Background: an optimization exercise with open tools, aiming at small area and a short achievable clock period. Do not read the settings as production practice. In this exercise RTL edits were held to simulation tests only and were not proved equivalent to the original.

## flow/design.v (module list and top-level ports; edited modules follow where they fit)
// module izhikevich: 5435 lines
module izhikevich (clk, a, b, c, d, v, u, i, v_prime, u_prime, fired);
  // ...
==> flow/flow/run.sh <==
#!/bin/bash
# Standard ORFS layout (the standard.sh, unchanged synthesis), with the
# timing-repair steps aiming for a larger setup slack than the default.
set -euo pipefail
bash standard.sh SETUP_SLACK_MARGIN=7.5 finish > standard_flow.log 2>&1
==> flow/standard.sh <==
#!/bin/bash
# synth_recipe.tcl (not shown) runs the flow's synth.tcl, then flattens the netlist and writes it again
# the make line also repeats each setting of config.mk as NAME=value (left out here)
make -C /OpenROAD-flow-scripts/flow DESIGN_CONFIG=/design/flow/config.mk WORK_HOME=/design/flow/orfs CLKGATE_MAP_FILE= SYNTH_SCRIPT=/design/flow/synth_recipe.tcl "${@:-finish}"
==> flow/config.mk <==
export PLATFORM = sky130hd
export DESIGN_NAME = izhikevich
export DESIGN_NICKNAME = izhikevich
export VERILOG_FILES = /design/flow/design.v
export SDC_FILE = /design/flow/constraint.sdc
export NUM_CORES = 4
export LEC_CHECK = 0
export ABC_AREA = 1
export CAP_MARGIN = 20
export CORE_MARGIN = 2
export CORE_UTILIZATION = 40
export SLEW_MARGIN = 20
export TNS_END_PERCENT = 50
==> flow/constraint.sdc <==
create_clock -name core_clock -period 24.0 [get_ports {clk}]
set_input_delay 4.8000 -clock core_clock [delete_from_list [all_inputs] [get_ports {clk}]]
set_output_delay 4.8000 -clock core_clock [all_outputs]
set_load 0.01 [all_outputs]
==> run notes, run 1 <==
# TYPE chip_impl_metric gauge
chip_impl_info{name="run_status",value="complete, no violations"} 1
chip_impl_metric{name="met3WireLength",unit="um"} 5499
chip_impl_metric{name="synth-async-reset-ratio",unit=""} 0
chip_impl_metric{name="die_h",unit="um"} 267.1
chip_impl_metric{name="fraction_of_met1_tracks_used_by_global_routing",unit=""} 0.3190
chip_impl_info{name="final_cell_mix",value="inv_1 (694), xor2_1 (491), nand2_1 (411)"} 1
chip_impl_metric{name="fin_crit",unit="ps"} 15980
chip_impl_metric{name="n_antenna_cell",unit=""} 0
chip_impl_metric{name="multiInputCombCellCount",unit=""} 2695
chip_impl_info{name="rsz_0062_raised_after_global_routing",value="false"} 1
chip_impl_metric{name="critical_path.n_buffers_inverters",unit=""} 20
chip_impl_metric{name="num-nonclk-buffers",unit=""} 276
chip_impl_info{name="worst_hold_path_type",value="in2reg"} 1
chip_impl_metric{name="setup_tns",unit="ps"} 0
chip_impl_metric{name="row_count",unit=""} 96
chip_impl_metric{name="cts-resized-gates",unit=""} 84
chip_impl_metric{name="number_of_remaining_drc_errors",unit=""} 0
chip_impl_metric{name="placedInstanceArea",unit="um2"} 30060
chip_impl_metric{name="setup_viol",unit=""} 0
chip_impl_info{name="top_regs",value="u_prime x17, v_prime x17, fired x1"} 1
chip_impl_info{name="timing.critical_path.max_delay_family",value="adder cells"} 1
chip_impl_metric{name="grt_antenna_before_repair",unit=""} 1
chip_impl_metric{name="route.vias.total",unit=""} 24620
chip_impl_metric{name="final_count_of_hold_timing_violations",unit=""} 0
chip_impl_metric{name="number_of_tap_cells_added_at_floorplan",unit=""} 931
chip_impl_info{name="top_layer_used",value="met5"} 1
chip_impl_metric{name="antenna_violation_net_count_after_detailed_routing",unit=""} 0
chip_impl_metric{name="synth_compound_area_frac",unit=""} 0.1326
chip_impl_info{name="largest_cell_class",value="multi-input combinational cells"} 1
chip_impl_metric{name="slew_violations",unit=""} 0
chip_impl_metric{name="fin_area",unit="um2"} 31710
==> run 2, diff against run 1 <==
--- a/flow/config.mk
+++ b/flow/config.mk
@@ -10,4 +10,3 @@
 export CORE_MARGIN = 2
 export CORE_UTILIZATION = 40
 export SLEW_MARGIN = 20
-export TNS_END_PERCENT = 50
==> run 2 against run 1 <==
Against the previous run:
- maximum frequency did not move
- clock-buffer cell count unchanged
- routed wire length unchanged
- sequential cell count unchanged
- utilization unchanged
- hold slack unchanged
- sequential share of layout area stayed put
- critical path depth unchanged
- synthesized cell count is the same
- design area is the same
- worst setup slack unchanged
- still clean
==> run notes, run 2 <==
# TYPE chip_impl_metric gauge
chip_impl_info{name="hold_path.startpoint",value="c[14]"} 1
chip_impl_metric{name="flow.area_growth_from_synthesis",unit="%"} 14.55
chip_impl_metric{name="cp_max_fo",unit=""} 11
chip_impl_metric{name="io_pins",unit=""} 155
chip_impl_metric{name="design.core.area",unit="um2"} 68590
chip_impl_info{name="synth_top_family_by_area",value="adder cells"} 1
chip_impl_info{name="critical_path.most_common_cell",value="inv_1"} 1
chip_impl_metric{name="detail_route.first_pass.iterations",unit=""} 6
chip_impl_metric{name="die_h",unit="um"} 267.1
chip_impl_metric{name="routedWlPerCell",unit="um"} 18.26
chip_impl_info{name="final_common_cell",value="inv_1"} 1
chip_impl_metric{name="yosysUniqueCellTypes",unit=""} 62
chip_impl_metric{name="pre_cts_ws",unit="ps"} 5288
chip_impl_metric{name="viasPerCell",unit=""} 5.238
chip_impl_metric{name="max_cap_viol_count",unit=""} 0
chip_impl_info{name="synth.area.top_cells",value="fa_1 (21%), ha_1 (18%), xor2_1 (16%)"} 1
chip_impl_metric{name="synth-async-reset-ratio",unit=""} 0
chip_impl_metric{name="clock_tree.buffer_depth",unit=""} 2
chip_impl_metric{name="grt_max_degree",unit=""} 43
chip_impl_metric{name="clkSlewWorstSetupHoldPaths",unit="ps"} 60
chip_impl_metric{name="slew_violations",unit=""} 0
chip_impl_metric{name="grt_pass1_vias",unit=""} 24080
chip_impl_info{name="critical_path.slowest_cell",value="fa_2"} 1
chip_impl_metric{name="max_freq",unit="MHz"} 62.58
chip_impl_metric{name="finish.utilization",unit=""} 0.4624
chip_impl_metric{name="worst_pin_slew",unit="ps"} 1118
chip_impl_metric{name="timing.final.crit_share",unit=""} 0.6659
chip_impl_metric{name="synth_sequential_area_ratio",unit=""} 0.02531
chip_impl_metric{name="synth_compound_area_frac",unit=""} 0.1326
chip_impl_metric{name="nNetsFinal",unit=""} 4580
chip_impl_metric{name="dp_hpwl",unit="um"} 67330
chip_impl_metric{name="setup_tns",unit="ps"} 0
chip_impl_metric{name="route.vias.total",unit=""} 24620
chip_impl_info{name="synth_common_cells",value="inv_1 (715), xor2_1 (492), nand2_1 (425), ha_1 (398), o22ai_1 (300)"} 1
chip_impl_metric{name="cts_buffers",unit=""} 5
chip_impl_metric{name="antenna_violation_net_count_after_detailed_routing",unit=""} 0
chip_impl_info{name="criticalPathCategory",value="in2reg"} 1
chip_impl_metric{name="post-place-cells",unit=""} 4602
chip_impl_metric{name="n_antenna_cell",unit=""} 0
chip_impl_metric{name="global_route_wire_length_before_repair",unit="um"} 132900
chip_impl_metric{name="synth_fp_nets",unit=""} 4446
chip_impl_metric{name="grt_antenna_before_repair",unit=""} 1
chip_impl_info{name="tritoncts_clock_tree",value="yes"} 1
chip_impl_info{name="synth_most_common_cell",value="inv_1"} 1
chip_impl_metric{name="syn-cell-area",unit="um2"} 27690
chip_impl_metric{name="final_count_of_hold_timing_violations",unit=""} 0
chip_impl_metric{name="row_count",unit=""} 96
chip_impl_metric{name="globalRoute.totalOverflow",unit=""} 0
chip_impl_metric{name="number_of_remaining_drc_errors",unit=""} 0
chip_impl_metric{name="setup_viol",unit=""} 0
chip_impl_metric{name="critical_path.max_stage_delay",unit="ps"} 550
chip_impl_metric{name="synth_simple_gate_area_frac",unit=""} 0.1250
chip_impl_metric{name="initial_drt_markers",unit=""} 1886
chip_impl_metric{name="numClockSinks",unit=""} 35
chip_impl_info{name="synth_top_area_cell",value="fa_1"} 1
chip_impl_metric{name="synthesis.area_per_instance",unit="um2"} 7.616
chip_impl_info{name="rsz_0062_raised_after_global_routing",value="false"} 1
chip_impl_metric{name="worst_slack",unit="ps"} 8020
chip_impl_info{name="critPathLaunchType",value="input pin"} 1
chip_impl_metric{name="crit_arrival",unit="ps"} 16160
chip_impl_metric{name="hold_depth",unit=""} 3
chip_impl_metric{name="clock_tree.htree_level_count",unit=""} 2
chip_impl_metric{name="critPathRequiredTime",unit="ps"} 24180
chip_impl_metric{name="slew-limit-headroom",unit=""} 0.2493
chip_impl_metric{name="synth-warning-count",unit=""} 1
chip_impl_info{name="top_regs",value="u_prime x17, v_prime x17, fired x1"} 1
chip_impl_info{name="timing.critical_path.to_type",value="flop"} 1
chip_impl_metric{name="synthDominantCellAreaShare",unit=""} 0.2119
chip_impl_metric{name="drive_above_1_share",unit=""} 0.09366
chip_impl_metric{name="totalWireLength",unit="um"} 85810
chip_impl_info{name="worst_hold_path_type",value="in2reg"} 1
chip_impl_metric{name="port_bufs",unit=""} 154
chip_impl_info{name="synth_flop_cell",value="dfxtp_1"} 1
chip_impl_metric{name="syn-instance-count",unit=""} 3635
chip_impl_metric{name="final-instance-count-excl-fill",unit=""} 4700
chip_impl_metric{name="synth_edf_count",unit=""} 0
chip_impl_metric{name="die_x",unit="um"} 267.1
chip_impl_metric{name="fin_crit",unit="ps"} 15980
chip_impl_metric{name="grtUsageTotal",unit=""} 0.2353
chip_impl_info{name="run_status",value="complete, no violations"} 1
chip_impl_metric{name="gp_congestion",unit=""} 0.9207
chip_impl_metric{name="effective_utilization_at_floorplan",unit=""} 0.4037
chip_impl_metric{name="synth_mux_area_frac",unit=""} 0.005514
chip_impl_metric{name="xor_xnor_cell_area_share_of_the_yosys_netlist",unit=""} 0.1945
chip_impl_metric{name="post_synth_fa_ha_maj_area_fraction",unit=""} 0.3925
chip_impl_metric{name="floorplan.die_area",unit="um2"} 71330
chip_impl_info{name="whs_endpoint",value="v_prime[14]"} 1
chip_impl_info{name="clock-root-buffer",value="clkbuf_16"} 1
chip_impl_metric{name="whs",unit="ps"} 5036
chip_impl_metric{name="postSynthRegisterBits",unit=""} 35
chip_impl_info{name="final_cell_mix",value="inv_1 (694), xor2_1 (491), nand2_1 (411)"} 1
==> run 2: critical path: cells and delay by family <==
family                     cells  cell delay (ps)
buffers and inverters         20             2200
and+or+nand+nor               22             2230
xor gates and xnor gates       2              410
adders and majority gates     13             5600
AOI/OAI and AO/OA              6              880
==> run 2: repair_timing <==
| item | 4_1_cts | 5_1_grt |
|---|---|---|
| setup endpoints to repair | 16 | 31 |
| gates resized for setup | 84 | 139 |
| hold buffers | 0 | 0 |
| gates cloned | 2 | 3 |
| pin swaps | 3 | 27 |
| buffers inserted | 26 | 60 |
==> run 2: area by class of cell <==
class,count,area (um2)
clock buffer,6,138.9
multi-input combinational,2695,24150
sequential,35,700.7
clock inverter,1,5.005
inverter,754,2947
timing repair buffer,276,2592
timing repair inverter,2,15.01
tap,931,1165
fill,6945,36870
==> run 2: worst max path at each step <==
| stage | startpoint | to | slack (ps) | cells past startpoint |
|---|---|---|---|---|
| global placement | b[1] | u_prime[12] | 5420 | 66 |
| CTS | b[1] | u_prime[6] | 7510 | 68 |
| global route | b[2] | u_prime[15] | 7380 | 70 |
| floorplan | b[5] | u_prime[12] | 7580 | 65 |
| detailed placement | b[7] | u_prime[14] | 5290 | 66 |
| finish | b[11] | u_prime[15] | 8020 | 63 |
==> run 2: layer usage <==
metal	up-vias	GRT usage	routed length (um)
met5	-	0	11
met4	2	0.05694	2213
met3	141	0.01609	5499
met2	943	0.4070	40830
met1	11630	0.3190	37250
li1	11910	-	-
==> run 2: kinds of logic after synthesis <==
logic type,count (synthesis)
compound gates,602
xor+xnor,610
fa+ha+maj,693
buf+inv,908
flops,35
mux,15
simple gates,772
==> run 2: metrics by stage <==
stage | cell area (um2)
3_3_place_gp | 30060
5_1_grt | 31710
2_1_floorplan | 27690
3_5_place_dp | 30060
4_1_cts | 30580
6_report | 31710
==> run 3, diff against run 2 <==
--- a/flow/config.mk
+++ b/flow/config.mk
@@ -8,5 +8,5 @@
 export ABC_AREA = 1
 export CAP_MARGIN = 20
 export CORE_MARGIN = 2
-export CORE_UTILIZATION = 40
+export CORE_UTILIZATION = 55
 export SLEW_MARGIN = 20
==> run 3 against run 2 <==
Against the previous run:
- global-route usage is 9.7 points higher
- via count is 4.4% higher
- die area decreased by 27%
- critical path depth rose by 4
- critical path type unchanged
==> run notes, run 3 <==
# TYPE chip_impl_metric gauge
chip_impl_metric{name="initial_drt_markers",unit=""} 2220
chip_impl_info{name="worst_hold_path_type",value="in2reg"} 1
chip_impl_metric{name="detail_route.first_pass.iterations",unit=""} 6
chip_impl_metric{name="synthesis.area_per_instance",unit="um2"} 7.616
chip_impl_info{name="clock-root-buffer",value="clkbuf_16"} 1
chip_impl_metric{name="global_route_wire_length_before_repair",unit="um"} 138800
chip_impl_info{name="synth_most_common_cell",value="inv_1"} 1
chip_impl_metric{name="clkSlewWorstSetupHoldPaths",unit="ps"} 60
chip_impl_metric{name="numClockSinks",unit=""} 35
chip_impl_metric{name="critPathRequiredTime",unit="ps"} 24180
chip_impl_metric{name="nFillCells",unit=""} 4627
chip_impl_metric{name="post_synth_fa_ha_maj_area_fraction",unit=""} 0.3925
chip_impl_metric{name="xor_xnor_cell_area_share_of_the_yosys_netlist",unit=""} 0.1945
chip_impl_metric{name="max_freq",unit="MHz"} 61.98
chip_impl_metric{name="synth-async-reset-ratio",unit=""} 0
chip_impl_info{name="final_common_cell",value="inv_1"} 1
chip_impl_metric{name="effective_utilization_at_floorplan",unit=""} 0.5541
chip_impl_metric{name="synth-warning-count",unit=""} 1
chip_impl_metric{name="cp_max_fo",unit=""} 8
chip_impl_metric{name="totalWireLength",unit="um"} 90040
chip_impl_metric{name="yosysUniqueCellTypes",unit=""} 62
chip_impl_metric{name="placedInstanceArea",unit="um2"} 29790
chip_impl_metric{name="routedWlPerCell",unit="um"} 20.05
chip_impl_info{name="critPathLaunchType",value="input pin"} 1
chip_impl_metric{name="worst_pin_slew",unit="ps"} 1092
chip_impl_metric{name="synth_compound_area_frac",unit=""} 0.1326
chip_impl_info{name="top_regs",value="u_prime x17, v_prime x17, fired x1"} 1
chip_impl_metric{name="die_x",unit="um"} 228.4
chip_impl_metric{name="globalRoute.totalOverflow",unit=""} 0
chip_impl_metric{name="multi_input_comb_area",unit="um2"} 24270
chip_impl_metric{name="crit_arrival",unit="ps"} 16310
chip_impl_metric{name="finish.utilization",unit=""} 0.6390
chip_impl_metric{name="synth_mux_area_frac",unit=""} 0.005514
chip_impl_metric{name="synthDominantCellAreaShare",unit=""} 0.2119
chip_impl_info{name="synth.area.top_cells",value="fa_1 (21%), ha_1 (18%), xor2_1 (16%)"} 1
chip_impl_metric{name="clock_tree.buffer_depth",unit=""} 2
chip_impl_metric{name="clock_tree.htree_level_count",unit=""} 2
chip_impl_metric{name="io_pins",unit=""} 155
chip_impl_metric{name="grt_max_degree",unit=""} 43
chip_impl_metric{name="postSynthRegisterBits",unit=""} 35
chip_impl_metric{name="viasPerCell",unit=""} 5.724
chip_impl_metric{name="floorplan.die_area",unit="um2"} 52150
chip_impl_metric{name="max_cap_viol_count",unit=""} 0
chip_impl_metric{name="slew_violations",unit=""} 0
chip_impl_info{name="synth_top_family_by_area",value="adder cells"} 1
chip_impl_metric{name="critical_path.max_stage_delay",unit="ps"} 550
chip_impl_metric{name="route.vias.total",unit=""} 25700
chip_impl_metric{name="final_count_of_hold_timing_violations",unit=""} 0
chip_impl_metric{name="slew-limit-headroom",unit=""} 0.2509
chip_impl_metric{name="cts_buffers",unit=""} 5
chip_impl_metric{name="synth_edf_count",unit=""} 0
chip_impl_metric{name="row_count",unit=""} 82
chip_impl_info{name="synth_common_cells",value="inv_1 (715), xor2_1 (492), nand2_1 (425), ha_1 (398), o22ai_1 (300)"} 1
chip_impl_metric{name="flow.area_growth_from_synthesis",unit="%"} 15.32
chip_impl_metric{name="final-instance-count-excl-fill",unit=""} 4490
chip_impl_info{name="critical_path.most_common_cell",value="inv_1"} 1
chip_impl_info{name="timing.critical_path.max_delay_family",value="adder cells"} 1
chip_impl_metric{name="syn-instance-count",unit=""} 3635
chip_impl_info{name="synth_top_area_cell",value="fa_1"} 1
chip_impl_metric{name="grt_pass1_vias",unit=""} 25830
chip_impl_metric{name="synth_sequential_area_ratio",unit=""} 0.02531
chip_impl_info{name="run_status",value="complete, no violations"} 1
chip_impl_metric{name="grt_antenna_before_repair",unit=""} 0
chip_impl_metric{name="number_of_remaining_drc_errors",unit=""} 0
chip_impl_metric{name="synth_fp_nets",unit=""} 4446
chip_impl_metric{name="design.core.area",unit="um2"} 49970
chip_impl_info{name="criticalPathCategory",value="in2reg"} 1
chip_impl_metric{name="post-place-cells",unit=""} 4351
chip_impl_metric{name="fin_area",unit="um2"} 31930
chip_impl_metric{name="fin_crit",unit="ps"} 16130
chip_impl_metric{name="port_bufs",unit=""} 154
chip_impl_metric{name="nNetsFinal",unit=""} 4628
chip_impl_metric{name="antenna_violation_net_count_after_detailed_routing",unit=""} 0
chip_impl_metric{name="drive_above_1_share",unit=""} 0.1131
chip_impl_info{name="synth_flop_cell",value="dfxtp_1"} 1
chip_impl_metric{name="grtUsageTotal",unit=""} 0.3327
chip_impl_metric{name="setup_viol",unit=""} 0
chip_impl_metric{name="ctsHoldBuffers",unit=""} 0
chip_impl_info{name="rsz_0062_raised_after_global_routing",value="false"} 1
chip_impl_metric{name="die_h",unit="um"} 228.4
chip_impl_info{name="final_cell_mix",value="inv_1 (686), xor2_1 (489), nand2_1 (408)"} 1
chip_impl_metric{name="gp_congestion",unit=""} 0.9471
chip_impl_metric{name="n_antenna_cell",unit=""} 0
chip_impl_metric{name="dp_hpwl",unit="um"} 69730
chip_impl_metric{name="synth_simple_gate_area_frac",unit=""} 0.1250
chip_impl_metric{name="critical_path.n_buffers_inverters",unit=""} 21
chip_impl_metric{name="timing.final.crit_share",unit=""} 0.6723
chip_impl_info{name="timing.critical_path.to_type",value="flop"} 1
chip_impl_metric{name="syn-cell-area",unit="um2"} 27690
chip_impl_info{name="critical_path.slowest_cell",value="fa_1"} 1
chip_impl_metric{name="area_used_by_sequential_logic_in_the_layout",unit="um2"} 700.7
chip_impl_metric{name="setup_tns",unit="ps"} 0
chip_impl_info{name="tritoncts_clock_tree",value="yes"} 1
## run 3: cell counts after synthesis
Identical to the previous run, type by type.
## run 3: repair_timing
action / 4_1_cts / 5_1_grt
setup endpoints to repair: 17 / 31
buffers inserted: 44 / 80
pin swaps: 5 / 52
cloned: 4 / 3
gates resized for setup: 103 / 163
## run 3: cell families (layout without fill, tap and decap cells)
group,count (synthesis),count (layout)
buffers and inverters,908,1088
XOR/XNOR,610,610
AND/OR/NAND/NOR,772,775
AO/OA/AOI/OAI,602,602
flip-flops,35,35
multiplexers,15,15
adder cells (fa/ha/maj),693,693
## run 3: worst paths after layout
path                  slack [ps]  cells after the start   from          end
worst max-delay path        7870                     67  b[10]  u_prime[11]
worst min-delay path        5050                      3  c[14]  v_prime[14]
## run 3: area by class of cell
class / instances / area share
inverter: 754 / 0.09237
clock inverter: 3 / 0.002116
tap: 672 / 0.02634
multi-input combinational: 2695 / 0.7603
timing repair inverter: 2 / 0.0004703
timing repair buffer: 324 / 0.09249
sequential: 35 / 0.02195
clock buffer: 5 / 0.003919
## run 3: per-layer routing
metal | vias up | global-route usage | part of all wire
met5 | - | 0 | 0
met4 | 0 | 0.1287 | 0.044
met3 | 233 | 0.03705 | 0.069
met2 | 1115 | 0.5720 | 0.48
li1 | 12000 | - | -
met1 | 12360 | 0.4290 | 0.41
## run 3: stage by stage
step           setup WS [ps]  hold slack [ps]
2_1_floorplan           7582             4910
3_3_place_gp            5476             5329
3_5_place_dp            5298             5352
4_1_cts                 7510             5057
5_1_grt                 7324             5088
6_report                7866             5054
## run 3: worst min-delay path, cell delays in order
cell             delay [ps]
clkdlybuf4s50_1         400
inv_1                    60
nor2_1                   40
==> run 4, diff against run 3 <==
==> flow/flow/run.sh (replaced) <==
#!/bin/bash
# Standard ORFS layout (the standard.sh), with Yosys's generic ABC pass
# skipped before adder extraction and the timing repair aiming for more slack.
set -euo pipefail
bash standard.sh SETUP_SLACK_MARGIN=7.5 SYNTH_ARGS=-noabc finish > standard_flow.log 2>&1
--- a/flow/config.mk
+++ b/flow/config.mk
@@ -8,5 +8,5 @@
 export ABC_AREA = 1
 export CAP_MARGIN = 20
 export CORE_MARGIN = 2
-export CORE_UTILIZATION = 55
+export CORE_UTILIZATION = 40
 export SLEW_MARGIN = 20
==> run 4 against run 3 <==
Against the previous run:
- worst setup slack got worse by 150 ps
- sequential share of layout area barely moved
- clock-buffer cell count rose by 1
- first-iteration DRC count fell by 5.0%
- hold slack improved by 2.7 ps
- die area rose by 34%
==> run notes, run 4 <==
# TYPE chip_impl_metric gauge
chip_impl_metric{name="nNetsFinal",unit=""} 4400
chip_impl_metric{name="crit_arrival",unit="ps"} 16450
chip_impl_metric{name="pre_cts_ws",unit="ps"} 4586
chip_impl_metric{name="synth_fp_nets",unit=""} 4183
chip_impl_metric{name="drive_above_1_share",unit=""} 0.1523
chip_impl_metric{name="syn-instance-count",unit=""} 3334
chip_impl_metric{name="final_count_of_hold_timing_violations",unit=""} 0
chip_impl_metric{name="clock_tree.buffer_depth",unit=""} 2
chip_impl_metric{name="final-instance-count-excl-fill",unit=""} 4425
chip_impl_metric{name="die_x",unit="um"} 263.9
chip_impl_info{name="critPathLaunchType",value="input pin"} 1
chip_impl_info{name="final_common_cell",value="xor2_1"} 1
chip_impl_info{name="synth_common_cells",value="xor2_1 (511), ha_1 (424), inv_1 (415), nand2_1 (387), fa_1 (305)"} 1
chip_impl_metric{name="worst_pin_slew",unit="ps"} 1120
chip_impl_metric{name="flow.area_growth_from_synthesis",unit="%"} 20.53
chip_impl_info{name="final_cell_mix",value="xor2_1 (500), ha_1 (397), inv_1 (380)"} 1
chip_impl_info{name="timing.critical_path.to_type",value="flop"} 1
chip_impl_metric{name="syn-cell-area",unit="um2"} 27020
chip_impl_metric{name="synth-warning-count",unit=""} 1
chip_impl_metric{name="synth_sequential_area_ratio",unit=""} 0.02593
chip_impl_info{name="tritoncts_clock_tree",value="yes"} 1
chip_impl_metric{name="row_count",unit=""} 95
chip_impl_metric{name="met2_usage",unit=""} 0.3846
chip_impl_metric{name="numClockSinks",unit=""} 35
chip_impl_metric{name="synthesis.area_per_instance",unit="um2"} 8.104
chip_impl_info{name="hold_path.startpoint",value="c[10]"} 1
chip_impl_metric{name="design.core.area",unit="um2"} 67040
chip_impl_metric{name="max_freq",unit="MHz"} 61.40
chip_impl_metric{name="ctsHoldBuffers",unit=""} 0
chip_impl_info{name="top_regs",value="u_prime x17, v_prime x17, fired x1"} 1
chip_impl_metric{name="synth-async-reset-ratio",unit=""} 0
chip_impl_metric{name="synthDominantCellAreaShare",unit=""} 0.2260
chip_impl_metric{name="cp_max_fo",unit=""} 16
chip_impl_metric{name="routedWlPerCell",unit="um"} 19.49
chip_impl_info{name="critical_path.slowest_cell",value="fa_2"} 1
chip_impl_metric{name="global_route_wire_length_before_repair",unit="um"} 132200
chip_impl_metric{name="yosysUniqueCellTypes",unit=""} 61
chip_impl_metric{name="clock_tree.htree_level_count",unit=""} 2
chip_impl_metric{name="n_antenna_cell",unit=""} 0
chip_impl_metric{name="grtUsageTotal",unit=""} 0.2366
chip_impl_info{name="worst_hold_path_type",value="in2reg"} 1
chip_impl_metric{name="gp_congestion",unit=""} 0.8899
chip_impl_metric{name="viasPerCell",unit=""} 5.478
chip_impl_metric{name="synth_edf_count",unit=""} 0
chip_impl_info{name="clock-root-buffer",value="clkbuf_16"} 1
chip_impl_metric{name="port_bufs",unit=""} 154
chip_impl_metric{name="worst_slack",unit="ps"} 7714
chip_impl_metric{name="setup_tns",unit="ps"} 0
chip_impl_metric{name="grt_pass1_vias",unit=""} 23340
chip_impl_metric{name="critPathRequiredTime",unit="ps"} 24170
chip_impl_info{name="grt-busiest-layer",value="met2"} 1
chip_impl_metric{name="cts_buffers",unit=""} 5
chip_impl_metric{name="globalRoute.totalOverflow",unit=""} 0
chip_impl_info{name="cp-startpoint",value="v[9]"} 1
chip_impl_metric{name="slew-limit-headroom",unit=""} 0.2536
chip_impl_metric{name="die_h",unit="um"} 263.9
chip_impl_info{name="synth_flop_cell",value="dfxtp_1"} 1
chip_impl_metric{name="whs",unit="ps"} 5057
chip_impl_metric{name="route.vias.total",unit=""} 24240
chip_impl_metric{name="totalWireLength",unit="um"} 86240
chip_impl_metric{name="finish.utilization",unit=""} 0.4857
chip_impl_metric{name="detail_route.first_pass.iterations",unit=""} 5
chip_impl_info{name="run_status",value="complete, no violations"} 1
chip_impl_info{name="synth_most_common_cell",value="xor2_1"} 1
chip_impl_metric{name="antenna_violation_net_count_after_detailed_routing",unit=""} 0
chip_impl_metric{name="dp_hpwl",unit="um"} 64810
chip_impl_metric{name="floorplan.die_area",unit="um2"} 69640
chip_impl_metric{name="fin_crit",unit="ps"} 16290
chip_impl_metric{name="gr-usage-met3",unit=""} 0.02116
chip_impl_info{name="criticalPathCategory",value="in2reg"} 1
chip_impl_metric{name="fraction_of_met1_tracks_used_by_global_routing",unit=""} 0.3380
chip_impl_metric{name="setup_viol",unit=""} 0
chip_impl_metric{name="max_cap_viol_count",unit=""} 0
chip_impl_metric{name="grt_max_degree",unit=""} 46
chip_impl_metric{name="effective_utilization_at_floorplan",unit=""} 0.4030
chip_impl_metric{name="grt_antenna_before_repair",unit=""} 2
chip_impl_metric{name="critical_path.max_stage_delay",unit="ps"} 630
chip_impl_metric{name="slew_violations",unit=""} 0
chip_impl_metric{name="postSynthRegisterBits",unit=""} 35
chip_impl_metric{name="nFillCells",unit=""} 6422
chip_impl_metric{name="io_pins",unit=""} 155
chip_impl_info{name="critical_path.most_common_cell",value="fa_1"} 1
chip_impl_metric{name="initial_drt_markers",unit=""} 2109
chip_impl_metric{name="number_of_remaining_drc_errors",unit=""} 0
chip_impl_info{name="rsz_0062_raised_after_global_routing",value="true"} 1
chip_impl_info{name="synth_top_area_cell",value="fa_1"} 1
chip_impl_metric{name="timing.final.crit_share",unit=""} 0.6786
chip_impl_metric{name="post-place-cells",unit=""} 4248
chip_impl_info{name="synth.area.top_cells",value="fa_1 (23%), ha_1 (20%), xor2_1 (17%)"} 1
chip_impl_metric{name="clkSlewWorstSetupHoldPaths",unit="ps"} 60
-- run 4: changes by cell type after synthesis, sizes merged, moves of 14 or more --
cell,delta
nand3,+31
nand2,-41
o21ai,-14
inv,-309
xnor2,-37
or2,-24
xor2,+27
ha,+26
-- run 4: area by class of cell --
class	instances	area [um2]	share of cell area
repair inverters	4	27.53	0.0008453
flip-flops and latches	35	700.7	0.02152
multi-input cells	2693	25120	0.7716
clock inverters	2	12.51	0.0003842
inverters	444	1812	0.05564
clock buffers	6	128.9	0.003958
well taps	873	1092	0.03354
repair buffers	368	3665	0.1125
-- run 4: final timing paths --
kind / endpoint / slack (ps) / cells after the start
max: u_prime[16] / 7710 / 60
min: v_prime[10] / 5060 / 3
-- run 4: kinds of logic after synthesis --
kind of cell,synth area share
compound gates,0.1383
xor+xnor,0.1980
fa+ha+maj,0.4227
buf+inv,0.08697
flops,0.02593
mux,0.004446
simple gates,0.1236
-- run 4: per-stage QoR --
step / cell area (um2)
after floorplan: 27130
after global placement: 29400
after detailed placement: 29400
after CTS: 31070
after global routing: 32560
final: 32560
-- run 4: metal layers --
layer	share of wire	up-vias
met5	0.00028	-
met3	0.070	118
met2	0.45	999
li1	-	11510
met4	0.023	4
met1	0.45	11610
-- run 4: what timing repair did --
action                     in CTS  in global routing
pin swaps                      39                124
buffers inserted               82                 72
hold endpoints to repair        0                  0
setup endpoints to repair      31                 34
cloned                         11                  4
gates resized for setup       177                215
-- run 4: worst max-delay path, delay by kind of cell --
| family | cells | cell delay [ps] |
|---|---|---|
| adder cells (fa/ha/maj) | 11 | 5100 |
| buffers and inverters | 15 | 2050 |
| AO/OA/AOI/OAI | 11 | 1660 |
| XOR/XNOR | 2 | 390 |
| AND/OR/NAND/NOR | 21 | 2410 |
==> run 5, diff against run 4 <==
==> flow/flow/run.sh (replaced) <==
#!/bin/bash
# Standard ORFS layout through the standard.sh, with two changes:
# no full/half-adder cell extraction in synthesis (ABC maps the adder logic
# to ordinary gates), and timing repair aiming for a larger setup slack.
set -euo pipefail
bash standard.sh ADDER_MAP_FILE= SETUP_SLACK_MARGIN=10 finish > standard_flow.log 2>&1
==> run 5 against run 4 <==
Against the previous run:
- still clean on timing, DRC and antenna
- design area rose by 12%
- critical path depth is 6 higher
- sequential share of layout area down 0.23 points
- utilization fell by 5.0 points
- sequential cell count did not move
- worst setup slack gained 3000 ps
- cell count up 83%
- synthesized area rose by 24%
- critical endpoint is now u_prime[13]
==> run notes, run 5 <==
# TYPE chip_impl_metric gauge
chip_impl_metric{name="syn-cell-area",unit="um2"} 33560
chip_impl_metric{name="cts_buffers",unit=""} 5
chip_impl_metric{name="clock_tree.buffer_depth",unit=""} 2
chip_impl_info{name="final_common_cell",value="nand2_1"} 1
chip_impl_metric{name="row_count",unit=""} 106
chip_impl_metric{name="routedWlPerCell",unit="um"} 15.41
chip_impl_info{name="critical_path.most_common_cell",value="nand2_1"} 1
chip_impl_metric{name="worst_pin_slew",unit="ps"} 1155
chip_impl_metric{name="slew_violations",unit=""} 0
chip_impl_metric{name="final-instance-count-excl-fill",unit=""} 8109
chip_impl_metric{name="xor_xnor_cell_area_share_of_the_yosys_netlist",unit=""} 0.1165
chip_impl_metric{name="grt_max_degree",unit=""} 33
chip_impl_metric{name="yosysUniqueCellTypes",unit=""} 70
chip_impl_metric{name="detail_route.first_pass.iterations",unit=""} 7
chip_impl_info{name="rsz_0062_raised_after_global_routing",value="true"} 1
chip_impl_info{name="worst_hold_path_type",value="in2reg"} 1
chip_impl_metric{name="setup_viol",unit=""} 0
chip_impl_metric{name="design.core.area",unit="um2"} 83420
chip_impl_info{name="whs_endpoint",value="v_prime[16]"} 1
chip_impl_metric{name="post_synth_fa_ha_maj_area_fraction",unit=""} 0.0005965
chip_impl_metric{name="nNetsFinal",unit=""} 7147
chip_impl_metric{name="area_used_by_sequential_logic_in_the_layout",unit="um2"} 700.7
chip_impl_metric{name="flow.area_growth_from_synthesis",unit="%"} 8.414
chip_impl_metric{name="synth_compound_area_frac",unit=""} 0.1090
chip_impl_info{name="tritoncts_clock_tree",value="yes"} 1
chip_impl_metric{name="route.vias.total",unit=""} 42940
chip_impl_metric{name="synth_fp_nets",unit=""} 7098
chip_impl_info{name="synth_top_family_by_area",value="simple AND/OR/NAND/NOR gates"} 1
chip_impl_metric{name="die_h",unit="um"} 293.7
chip_impl_metric{name="post-place-cells",unit=""} 8061
chip_impl_metric{name="port_bufs",unit=""} 154
chip_impl_metric{name="critical_path.max_stage_delay",unit="ps"} 470
chip_impl_metric{name="clock_tree.htree_level_count",unit=""} 2
chip_impl_metric{name="dp_hpwl",unit="um"} 99140
chip_impl_metric{name="die_x",unit="um"} 293.7
chip_impl_metric{name="effective_utilization_at_floorplan",unit=""} 0.4023
chip_impl_metric{name="postSynthRegisterBits",unit=""} 35
chip_impl_metric{name="setup_tns",unit="ps"} 0
chip_impl_metric{name="grtUsageTotal",unit=""} 0.2807
chip_impl_metric{name="synth-warning-count",unit=""} 1
chip_impl_metric{name="number_of_remaining_drc_errors",unit=""} 0
chip_impl_metric{name="grt_antenna_before_repair",unit=""} 1
chip_impl_metric{name="globalRoute.totalOverflow",unit=""} 0
chip_impl_info{name="run_status",value="complete, no violations"} 1
chip_impl_metric{name="critPathRequiredTime",unit="ps"} 24210
chip_impl_metric{name="whs",unit="ps"} 5050
chip_impl_info{name="top_regs",value="u_prime x17, v_prime x17, fired x1"} 1
chip_impl_metric{name="grt_pass1_vias",unit=""} 37580
chip_impl_metric{name="max_cap_viol_count",unit=""} 0
chip_impl_metric{name="global_route_wire_length_before_repair",unit="um"} 196000
chip_impl_metric{name="io_pins",unit=""} 155
chip_impl_metric{name="finish.utilization",unit=""} 0.4362
chip_impl_metric{name="viasPerCell",unit=""} 5.295
chip_impl_metric{name="multi_input_comb_area",unit="um2"} 28670
chip_impl_metric{name="numClockSinks",unit=""} 35
chip_impl_metric{name="drive_above_1_share",unit=""} 0.06246
chip_impl_metric{name="antenna_violation_net_count_after_detailed_routing",unit=""} 0
chip_impl_info{name="critPathLaunchType",value="input pin"} 1
chip_impl_info{name="hold_path.startpoint",value="c[16]"} 1
chip_impl_metric{name="initial_drt_markers",unit=""} 3770
chip_impl_metric{name="synth_simple_gate_area_frac",unit=""} 0.6235
chip_impl_metric{name="final_count_of_hold_timing_violations",unit=""} 0
chip_impl_info{name="synth_top_area_cell",value="nand2_1"} 1
chip_impl_metric{name="clkSlewWorstSetupHoldPaths",unit="ps"} 70
chip_impl_metric{name="synth_edf_count",unit=""} 0
chip_impl_metric{name="synth_mux_area_frac",unit=""} 0
chip_impl_metric{name="syn-instance-count",unit=""} 6978
chip_impl_info{name="synth_most_common_cell",value="nand2_1"} 1
chip_impl_metric{name="synthesis.area_per_instance",unit="um2"} 4.810
chip_impl_metric{name="floorplan.die_area",unit="um2"} 86240
chip_impl_metric{name="crit_arrival",unit="ps"} 13460
chip_impl_metric{name="synth_sequential_area_ratio",unit=""} 0.02088
chip_impl_metric{name="fin_crit",unit="ps"} 13250
chip_impl_metric{name="timing.final.crit_share",unit=""} 0.5521
chip_impl_metric{name="max_freq",unit="MHz"} 75.47
chip_impl_metric{name="synth-async-reset-ratio",unit=""} 0
chip_impl_metric{name="totalWireLength",unit="um"} 124900
chip_impl_metric{name="slew-limit-headroom",unit=""} 0.2251
chip_impl_metric{name="synthDominantCellAreaShare",unit=""} 0.3380
chip_impl_info{name="final_cell_mix",value="nand2_1 (3,017), nand3_1 (921), inv_1 (811)"} 1
chip_impl_info{name="synth.area.top_cells",value="nand2_1 (34%), nand3_1 (14%), inv_1 (9.1%)"} 1
chip_impl_info{name="synth_common_cells",value="nand2_1 (3,022), nand3_1 (923), inv_1 (818), nor2_1 (402), xor2_1 (302)"} 1
chip_impl_metric{name="cp_max_fo",unit=""} 27
chip_impl_info{name="synth_flop_cell",value="dfxtp_1"} 1
chip_impl_info{name="critical_path.slowest_cell",value="clkdlybuf4s50_1"} 1
chip_impl_metric{name="nFillCells",unit=""} 9394
chip_impl_info{name="criticalPathCategory",value="in2reg"} 1
chip_impl_metric{name="gp_congestion",unit=""} 0.9667
chip_impl_metric{name="hold_depth",unit=""} 3
chip_impl_info{name="timing.critical_path.to_type",value="flop"} 1
chip_impl_info{name="clock-root-buffer",value="clkbuf_16"} 1
-- run 5: cell types whose count changed after synthesis, sizes merged, moves of 98 or more --
cell and change:
fa -305, ha -424, inv +437, nand2 +2700, nand3 +858, nand4 +98
nor2 +316, o21ai +122, o22ai -199, xor2 -215
-- run 5: how the worst max path moves through the flow --
stage / startpoint / endpoint / slack, ps / cells after the start
6_report: b[5] / u_prime[13] / 10750 / 66
5_1_grt: b[3] / u_prime[13] / 9950 / 64
4_1_cts: b[9] / u_prime[13] / 10190 / 61
3_5_place_dp: b[9] / u_prime[13] / 9390 / 57
3_3_place_gp: b[9] / u_prime[11] / 9450 / 59
2_1_floorplan: v[0] / u_prime[6] / 13130 / 53
-- run 5: critical path: cells and delay by family --
family                 cells  cell delay (ps)
AO/OA/AOI/OAI              4              990
buffers and inverters      7             1450
AND/OR/NAND/NOR           55             6170
-- run 5: per-layer routing --
metal	GRT usage	wire, um	up-vias
li1	-	-	22270
met4	0.1247	5833	0
met3	0.03293	9811	272
met2	0.4518	53890	1581
met1	0.3749	55410	18820
met5	0	0	-
-- run 5: final cells by class --
type	count	share of cell area
repair inverters	1	0.0001375
multi-input cells	5876	0.7878
flip-flops and latches	35	0.01926
repair buffers	233	0.05987
clock buffers	6	0.003542
clock inverters	2	0.0003439
well taps	1080	0.03714
inverters	875	0.09184
diodes	1	0.00006877
-- run 5: cells by family (layout without fill, tap and decap cells) --
logic type / Yosys count / count (layout)
xor gates and xnor gates: 440 / 440
buffers and inverters: 1067 / 1117
other: 0 / 1
and+or+nand+nor: 4833 / 4833
adders and majority gates: 2 / 2
AOI/OAI and AO/OA: 601 / 601
DFF: 35 / 35
-- run 5: stage by stage --
stage	setup WS [ps]	instance area [um2]
4_1_cts	10190	35890
2_1_floorplan	13130	33560
3_5_place_dp	9394	35710
5_1_grt	9951	36390
6_report	10750	36390
3_3_place_gp	9452	35710
-- run 5: repair_timing --
item / CTS / global route
setup buffers: 4 / 34
hold buffers: 0 / 0
setup endpoints to repair: 16 / 33
gates cloned: 0 / 1
gates resized for setup: 3 / 68
pin swaps: 0 / 7
==> run 6, diff against run 5 <==
--- a/flow/config.mk
+++ b/flow/config.mk
@@ -8,5 +8,5 @@
 export ABC_AREA = 1
 export CAP_MARGIN = 20
 export CORE_MARGIN = 2
-export CORE_UTILIZATION = 40
+export CORE_UTILIZATION = 60
 export SLEW_MARGIN = 20
==> run 6 against run 5 <==
Against the previous run:
- worst setup slack improved by 36 ps
- global-route usage rose by 12 points
- maximum frequency rose by 0.27%
- routed wire length fell by 4.5%
- highest routed layer is now met5
- design area fell by 1.6%
- clock-buffer cell count did not move
- utilization rose by 21 points
==> run notes, run 6 <==
# TYPE chip_impl_metric gauge
chip_impl_info{name="run_status",value="complete, no violations"} 1
chip_impl_metric{name="cts_buffers",unit=""} 5
chip_impl_info{name="hold_path.startpoint",value="c[16]"} 1
chip_impl_info{name="critical_path.slowest_cell",value="clkdlybuf4s50_1"} 1
chip_impl_metric{name="clkSlewWorstSetupHoldPaths",unit="ps"} 60
chip_impl_metric{name="grtUsageTotal",unit=""} 0.4014
chip_impl_metric{name="final_count_of_hold_timing_violations",unit=""} 0
chip_impl_metric{name="whs",unit="ps"} 5043
chip_impl_metric{name="gp_congestion",unit=""} 1.029
chip_impl_metric{name="nNetsFinal",unit=""} 7139
chip_impl_metric{name="synth_edf_count",unit=""} 0
chip_impl_info{name="rsz_0062_raised_after_global_routing",value="true"} 1
chip_impl_info{name="top_regs",value="u_prime x17, v_prime x17, fired x1"} 1
chip_impl_info{name="synth_common_cells",value="nand2_1 (3,022), nand3_1 (923), inv_1 (818), nor2_1 (402), xor2_1 (302)"} 1
chip_impl_metric{name="synth-async-reset-ratio",unit=""} 0
chip_impl_metric{name="antenna_violation_net_count_after_detailed_routing",unit=""} 0
chip_impl_metric{name="cp_max_fo",unit=""} 30
chip_impl_metric{name="critical_path.max_stage_delay",unit="ps"} 470
chip_impl_metric{name="nFillCells",unit=""} 5792
chip_impl_metric{name="effective_utilization_at_floorplan",unit=""} 0.6080
chip_impl_metric{name="syn-instance-count",unit=""} 6978
chip_impl_info{name="final_cell_mix",value="nand2_1 (3,016), nand3_1 (922), inv_1 (811)"} 1
chip_impl_metric{name="synthDominantCellAreaShare",unit=""} 0.3380
chip_impl_metric{name="setup_viol",unit=""} 0
chip_impl_metric{name="synthesis.area_per_instance",unit="um2"} 4.810
chip_impl_metric{name="viasPerCell",unit=""} 5.608
chip_impl_metric{name="synth-warning-count",unit=""} 1
chip_impl_metric{name="dp_hpwl",unit="um"} 94640
chip_impl_metric{name="global_route_wire_length_before_repair",unit="um"} 188500
chip_impl_info{name="cp-startpoint",value="v[3]"} 1
chip_impl_metric{name="clock_tree.buffer_depth",unit=""} 2
chip_impl_metric{name="globalRoute.totalOverflow",unit=""} 0
chip_impl_info{name="synth_flop_cell",value="dfxtp_1"} 1
chip_impl_metric{name="worst_pin_slew",unit="ps"} 1241
chip_impl_metric{name="syn-cell-area",unit="um2"} 33560
chip_impl_info{name="worst_hold_path_type",value="in2reg"} 1
chip_impl_info{name="synth.area.top_cells",value="nand2_1 (34%), nand3_1 (14%), inv_1 (9.1%)"} 1
chip_impl_metric{name="synth_fp_nets",unit=""} 7098
chip_impl_info{name="final_common_cell",value="nand2_1"} 1
chip_impl_metric{name="detail_route.first_pass.iterations",unit=""} 10
chip_impl_metric{name="postSynthRegisterBits",unit=""} 35
chip_impl_metric{name="grt_antenna_before_repair",unit=""} 1
chip_impl_metric{name="max_cap_viol_count",unit=""} 0
chip_impl_metric{name="initial_drt_markers",unit=""} 4461
chip_impl_metric{name="n_antenna_cell",unit=""} 0
chip_impl_metric{name="row_count",unit=""} 86
chip_impl_info{name="critical_path.most_common_cell",value="nand2_1"} 1
chip_impl_metric{name="io_pins",unit=""} 155
chip_impl_metric{name="drive_above_1_share",unit=""} 0.06026
chip_impl_metric{name="design.core.area",unit="um2"} 55200
chip_impl_metric{name="yosysUniqueCellTypes",unit=""} 70
chip_impl_metric{name="route.vias.total",unit=""} 43560
chip_impl_metric{name="setup_tns",unit="ps"} 0
chip_impl_metric{name="timing.final.crit_share",unit=""} 0.5506
chip_impl_metric{name="synth_sequential_area_ratio",unit=""} 0.02088
chip_impl_info{name="synth_most_common_cell",value="nand2_1"} 1
chip_impl_metric{name="flow.area_growth_from_synthesis",unit="%"} 6.725
chip_impl_metric{name="ctsHoldBuffers",unit=""} 0
chip_impl_metric{name="clock_tree.htree_level_count",unit=""} 2
chip_impl_metric{name="die_h",unit="um"} 240.5
chip_impl_info{name="criticalPathCategory",value="in2reg"} 1
chip_impl_info{name="setup.worst_path.end",value="v_prime[12]"} 1
chip_impl_metric{name="numClockSinks",unit=""} 35
chip_impl_metric{name="port_bufs",unit=""} 154
chip_impl_metric{name="totalWireLength",unit="um"} 119300
chip_impl_metric{name="routedWlPerCell",unit="um"} 15.36
chip_impl_info{name="timing.critical_path.to_type",value="flop"} 1
chip_impl_metric{name="crit_arrival",unit="ps"} 13390
chip_impl_info{name="critPathLaunchType",value="input pin"} 1
chip_impl_metric{name="floorplan.die_area",unit="um2"} 57850
chip_impl_info{name="synth_top_area_cell",value="nand2_1"} 1
chip_impl_metric{name="max_freq",unit="MHz"} 75.67
chip_impl_metric{name="grt_pass1_vias",unit=""} 37530
chip_impl_metric{name="slew-limit-headroom",unit=""} 0.1670
chip_impl_metric{name="die_x",unit="um"} 240.5
chip_impl_info{name="tritoncts_clock_tree",value="yes"} 1
chip_impl_metric{name="grt_max_degree",unit=""} 33
chip_impl_metric{name="critPathRequiredTime",unit="ps"} 24180
chip_impl_metric{name="fin_crit",unit="ps"} 13210
chip_impl_metric{name="number_of_remaining_drc_errors",unit=""} 0
chip_impl_info{name="clock-root-buffer",value="clkbuf_16"} 1
chip_impl_metric{name="slew_violations",unit=""} 0
==> run 6: cell counts after synthesis <==
No cell type changed its count.
==> run 6: cell type report <==
| cell class | count | area [um2] | area share |
|---|---|---|---|
| multi-input combinational | 5876 | 28600 | 0.7986 |
| inverter | 875 | 3336 | 0.09312 |
| timing repair buffer | 225 | 2097 | 0.05854 |
| tap | 748 | 935.9 | 0.02613 |
| sequential | 35 | 700.7 | 0.01956 |
| clock buffer | 6 | 128.9 | 0.003598 |
| clock inverter | 2 | 12.51 | 0.0003493 |
| timing repair inverter | 1 | 5.005 | 0.0001397 |
==> run 6: layer usage <==
layer  vias up  share of wire  wire (um)  track usage
li1      22220              -          -            -
met4         2          0.064       7651       0.2277
met5         -       0.000084         10            0
met3       392           0.11      13090      0.07405
met2      2072           0.41      49310       0.6239
met1     18880           0.41      49230       0.5194
==> run 6: cell families (layout without fill, tap and decap cells) <==
logic type | after synthesis | in the layout | share of synthesized area
fa+ha+maj | 2 | 2 | 0.0005965
compound gates | 601 | 601 | 0.1090
simple gates | 4833 | 4833 | 0.6235
buf+inv | 1067 | 1109 | 0.1295
flops | 35 | 35 | 0.02088
xor+xnor | 440 | 440 | 0.1165
==> run 6: through the flow <==
step	instances	utilization	worst slack (ps)	cell area (um2)
final	7768	0.6489	10790	35820
after global routing	7768	0.6489	9991	35820
after CTS	7740	0.6424	10100	35460
after detailed placement	7731	0.6397	9503	35310
after global placement	7731	0.6397	9642	35310
after floorplan	6978	-	13130	33560
==> run 6: worst max-delay path, delay by kind of cell <==
kind,cells,cell delay [ps]
AOI/OAI and AO/OA,9,1760
xor gates and xnor gates,3,780
buffers and inverters,8,1680
and+or+nand+nor,30,4320
==> run 6: what timing repair did <==
item / in CTS / in global routing
cloned: 1 / 0
pin swaps: 0 / 2
resized for setup: 2 / 47
setup buffers: 0 / 28
setup endpoints to repair: 15 / 34
==> run 6: worst min-delay path by stage <==
stage / endpoint / slack (ps) / cells after the start
after floorplan: v_prime[16] / 4900 / 2
after global placement: v_prime[16] / 5360 / 3
after detailed placement: v_prime[16] / 5360 / 3
after CTS: v_prime[1] / 5040 / 3
after global routing: v_prime[16] / 5060 / 3
final: v_prime[16] / 5040 / 3
==> run 7, diff against run 6 <==
--- a/flow/config.mk
+++ b/flow/config.mk
@@ -8,5 +8,5 @@
 export ABC_AREA = 1
 export CAP_MARGIN = 20
 export CORE_MARGIN = 2
-export CORE_UTILIZATION = 60
+export CORE_UTILIZATION = 50
 export SLEW_MARGIN = 20
==> run 7 against run 6 <==
Against the previous run:
- critical endpoint is now v_prime[14]
- highest routed layer is now met4
- routed wire length up 4.1%
- maximum frequency up 0.90%
- cell count up 1.4%
- critical path depth up 4
- non-clock buffer count down 8
- via count down 2.1%
- utilization down 10 points
- synthesized area unchanged
- worst setup slack better by 120 ps
- clock-buffer cell count unchanged
==> run notes, run 7 <==
# TYPE chip_impl_metric gauge
chip_impl_info{name="run_status",value="complete, no violations"} 1
chip_impl_metric{name="worst_pin_slew",unit="ps"} 1242
chip_impl_metric{name="slew_violations",unit=""} 0
chip_impl_metric{name="max_cap_viol_count",unit=""} 0
chip_impl_metric{name="hold_depth",unit=""} 3
chip_impl_info{name="whs_endpoint",value="v_prime[14]"} 1
chip_impl_metric{name="max_freq",unit="MHz"} 76.36
chip_impl_metric{name="global_route_wire_length_before_repair",unit="um"} 195800
chip_impl_info{name="final_cell_mix",value="nand2_1 (3,017), nand3_1 (922), inv_1 (811)"} 1
chip_impl_metric{name="clock_tree.htree_level_count",unit=""} 2
chip_impl_metric{name="row_count",unit=""} 94
chip_impl_metric{name="grt_max_degree",unit=""} 33
chip_impl_metric{name="syn-instance-count",unit=""} 6978
chip_impl_metric{name="detail_route.first_pass.iterations",unit=""} 8
chip_impl_metric{name="slew-limit-headroom",unit=""} 0.1704
chip_impl_metric{name="syn-cell-area",unit="um2"} 33560
chip_impl_info{name="synth_most_common_cell",value="nand2_1"} 1
chip_impl_metric{name="synth_edf_count",unit=""} 0
chip_impl_metric{name="worst_slack",unit="ps"} 10900
chip_impl_info{name="criticalPathCategory",value="in2reg"} 1
chip_impl_metric{name="antenna_violation_net_count_after_detailed_routing",unit=""} 0
chip_impl_metric{name="finish.utilization",unit=""} 0.5441
chip_impl_info{name="synth.area.top_cells",value="nand2_1 (34%), nand3_1 (14%), inv_1 (9.1%)"} 1
chip_impl_metric{name="final_count_of_hold_timing_violations",unit=""} 0
chip_impl_metric{name="crit_arrival",unit="ps"} 13340
chip_impl_metric{name="numClockSinks",unit=""} 35
chip_impl_metric{name="placedInstanceArea",unit="um2"} 35410
chip_impl_metric{name="cts_buffers",unit=""} 5
chip_impl_metric{name="flow.area_growth_from_synthesis",unit="%"} 7.154
chip_impl_metric{name="pre_cts_ws",unit="ps"} 9451
chip_impl_metric{name="n_antenna_cell",unit=""} 0
chip_impl_info{name="critical_path.slowest_cell",value="clkdlybuf4s50_1"} 1
chip_impl_metric{name="stages_on_worst_setup_path",unit=""} 54
chip_impl_metric{name="dp_hpwl",unit="um"} 98930
chip_impl_metric{name="io_pins",unit=""} 155
chip_impl_metric{name="route.vias.total",unit=""} 42640
chip_impl_metric{name="critPathRequiredTime",unit="ps"} 24250
chip_impl_metric{name="nNetsFinal",unit=""} 7131
chip_impl_metric{name="setup_viol",unit=""} 0
chip_impl_metric{name="synth_fp_nets",unit=""} 7098
chip_impl_metric{name="fin_area",unit="um2"} 35960
chip_impl_info{name="synth_flop_cell",value="dfxtp_1"} 1
chip_impl_metric{name="die_h",unit="um"} 263.1
chip_impl_info{name="top_regs",value="u_prime x17, v_prime x17, fired x1"} 1
chip_impl_metric{name="cp_max_fo",unit=""} 30
chip_impl_metric{name="globalRoute.totalOverflow",unit=""} 0
chip_impl_metric{name="postSynthRegisterBits",unit=""} 35
chip_impl_metric{name="clock_tree.buffer_depth",unit=""} 2
chip_impl_metric{name="grtUsageTotal",unit=""} 0.3461
chip_impl_metric{name="initial_drt_markers",unit=""} 4227
chip_impl_info{name="timing.critical_path.max_delay_family",value="simple AND/OR/NAND/NOR gates"} 1
chip_impl_metric{name="totalWireLength",unit="um"} 124200
chip_impl_metric{name="effective_utilization_at_floorplan",unit=""} 0.5078
chip_impl_metric{name="number_of_remaining_drc_errors",unit=""} 0
chip_impl_metric{name="clkSlewWorstSetupHoldPaths",unit="ps"} 60
chip_impl_metric{name="floorplan.die_area",unit="um2"} 69220
chip_impl_metric{name="synth-warning-count",unit=""} 1
chip_impl_metric{name="fin_crit",unit="ps"} 13100
chip_impl_info{name="critical_path.most_common_cell",value="nand2_1"} 1
chip_impl_metric{name="synth-async-reset-ratio",unit=""} 0
chip_impl_metric{name="ctsHoldBuffers",unit=""} 0
chip_impl_metric{name="grt_pass1_vias",unit=""} 37170
chip_impl_metric{name="synthDominantCellAreaShare",unit=""} 0.3380
chip_impl_metric{name="grt_antenna_before_repair",unit=""} 0
chip_impl_info{name="worst_hold_path_type",value="in2reg"} 1
chip_impl_metric{name="drive_above_1_share",unit=""} 0.05990
chip_impl_info{name="synth_top_area_cell",value="nand2_1"} 1
chip_impl_metric{name="critical_path.max_stage_delay",unit="ps"} 470
chip_impl_metric{name="routedWlPerCell",unit="um"} 15.77
chip_impl_metric{name="synth_sequential_area_ratio",unit=""} 0.02088
chip_impl_info{name="tritoncts_clock_tree",value="yes"} 1
chip_impl_metric{name="design.core.area",unit="um2"} 66100
chip_impl_metric{name="viasPerCell",unit=""} 5.414
chip_impl_info{name="rsz_0062_raised_after_global_routing",value="false"} 1
chip_impl_metric{name="port_bufs",unit=""} 154
chip_impl_metric{name="gp_congestion",unit=""} 0.9825
chip_impl_metric{name="critical_path.n_buffers_inverters",unit=""} 7
chip_impl_metric{name="timing.final.crit_share",unit=""} 0.5457
chip_impl_metric{name="synthesis.area_per_instance",unit="um2"} 4.810
chip_impl_info{name="clock-root-buffer",value="clkbuf_16"} 1
chip_impl_metric{name="die_x",unit="um"} 263.1
chip_impl_info{name="critPathLaunchType",value="input pin"} 1
chip_impl_info{name="final_common_cell",value="nand2_1"} 1
chip_impl_info{name="timing.critical_path.to_type",value="flop"} 1
chip_impl_metric{name="yosysUniqueCellTypes",unit=""} 70
chip_impl_info{name="hold_path.startpoint",value="c[14]"} 1
chip_impl_metric{name="setup_tns",unit="ps"} 0
chip_impl_info{name="synth_common_cells",value="nand2_1 (3,022), nand3_1 (923), inv_1 (818), nor2_1 (402), xor2_1 (302)"} 1
-- run 7: cell count changes in the layout (fill, tap and decap cells not counted), sizes merged --
cell,previous run,this run
clkbuf,7,9
buf,72,65
inv,857,858
clkdlybuf4s50,148,145
clkinv,12,11
-- run 7: how the worst max path moves through the flow --
stage	to	startpoint	slack (ps)
2_1_floorplan	u_prime[6]	v[0]	13130
3_3_place_gp	u_prime[14]	v[3]	9470
3_5_place_dp	u_prime[14]	v[3]	9450
4_1_cts	u_prime[14]	v[3]	9980
5_1_grt	v_prime[14]	v[0]	9980
6_report	v_prime[14]	v[1]	10900
-- run 7: kinds of logic after synthesis --
| group | Yosys count | synth area share |
|---|---|---|
| simple gates | 4833 | 0.6235 |
| buf+inv | 1067 | 0.1295 |
| compound gates | 601 | 0.1090 |
| xor+xnor | 440 | 0.1165 |
| flops | 35 | 0.02088 |
| fa+ha+maj | 2 | 0.0005965 |
-- run 7: worst min-delay path, cell delays in order --
cell	delay (ps)
clkdlybuf4s50_1	390
nand2_1	60
nand2_1	40
-- run 7: per-layer routing --
layer	vias to the layer above	routed length, um	track usage
li1	22180	-	-
met1	18540	56490	0.4768
met2	1649	51700	0.5391
met3	271	9472	0.02862
met4	0	6505	0.1734
met5	-	0	0
-- run 7: repair_timing --
| item | 4_1_cts | 5_1_grt |
|---|---|---|
| buffers inserted | 0 | 28 |
| pin swaps | 0 | 3 |
| cloned | 1 | 0 |
| hold endpoints to repair | 0 | 0 |
| resized for setup | 4 | 49 |
| endpoints found under the setup margin | 24 | 34 |
-- run 7: final cells by class --
| type | instances | area (um2) |
|---|---|---|
| Clock inverter | 2 | 12.51 |
| Timing Repair inverter | 1 | 5.005 |
| Multi-Input combinational cell | 5876 | 28630 |
| Sequential cell | 35 | 700.7 |
| Inverter | 875 | 3341 |
| Fill cell | 7295 | 30130 |
| Clock buffer | 6 | 128.9 |
| Tap cell | 864 | 1081 |
| Timing Repair Buffer | 217 | 2068 |
-- run 7: stage by stage --
stage / hold WS (ps) / instances
global placement: 5357 / 7839
finish: 5043 / 7876
global route: 5079 / 7876
CTS: 5039 / 7848
detailed placement: 5356 / 7839
floorplan: 4903 / 6978

re-timing with driven ports:
In the flow no input, the clock included, has a driving cell. The finished layouts below were timed again as built, in two steps.
Step 1: set_driving_cell puts a clkbuf_16 on clk and a buf_2 on each other input, an assumption about the parent block.
Step 2 moves the port delays by t, midway between the first and last clock arrival at a register: inputs arrive t later, outputs are due t later. That takes back most of the time a late clock gives input paths.
Slacks: no drivers / after step 1 / after step 2; pairs: no drivers / after step 1.
run	t (ns)	slack for setup (ns)	worst setup path after step 2	worst data-port slew with drivers (ns)	cell pins on the clock port's net
run 1	0.312	8.020 / 8.022 / 7.709	input to register	0.08	1
run 2	0.312	8.020 / 8.022 / 7.709	input to register	0.08	1
run 3	0.325	7.866 / 7.879 / 7.554	input to register	0.09	1
run 4	0.315	7.714 / 7.706 / 7.392	input to register	0.09	1
run 5	0.362	10.750 / 10.780 / 10.418	input to register	0.08	1
run 6	0.350	10.786 / 10.814 / 10.464	input to register	0.22	1
run 7	0.351	10.904 / 10.932 / 10.581	input to register	0.07	1
After both steps every run listed still meets setup and hold. For run 5, which loses most, drivers alone change the setup slack by +0.030 ns; drivers and shift together by -0.332 ns.
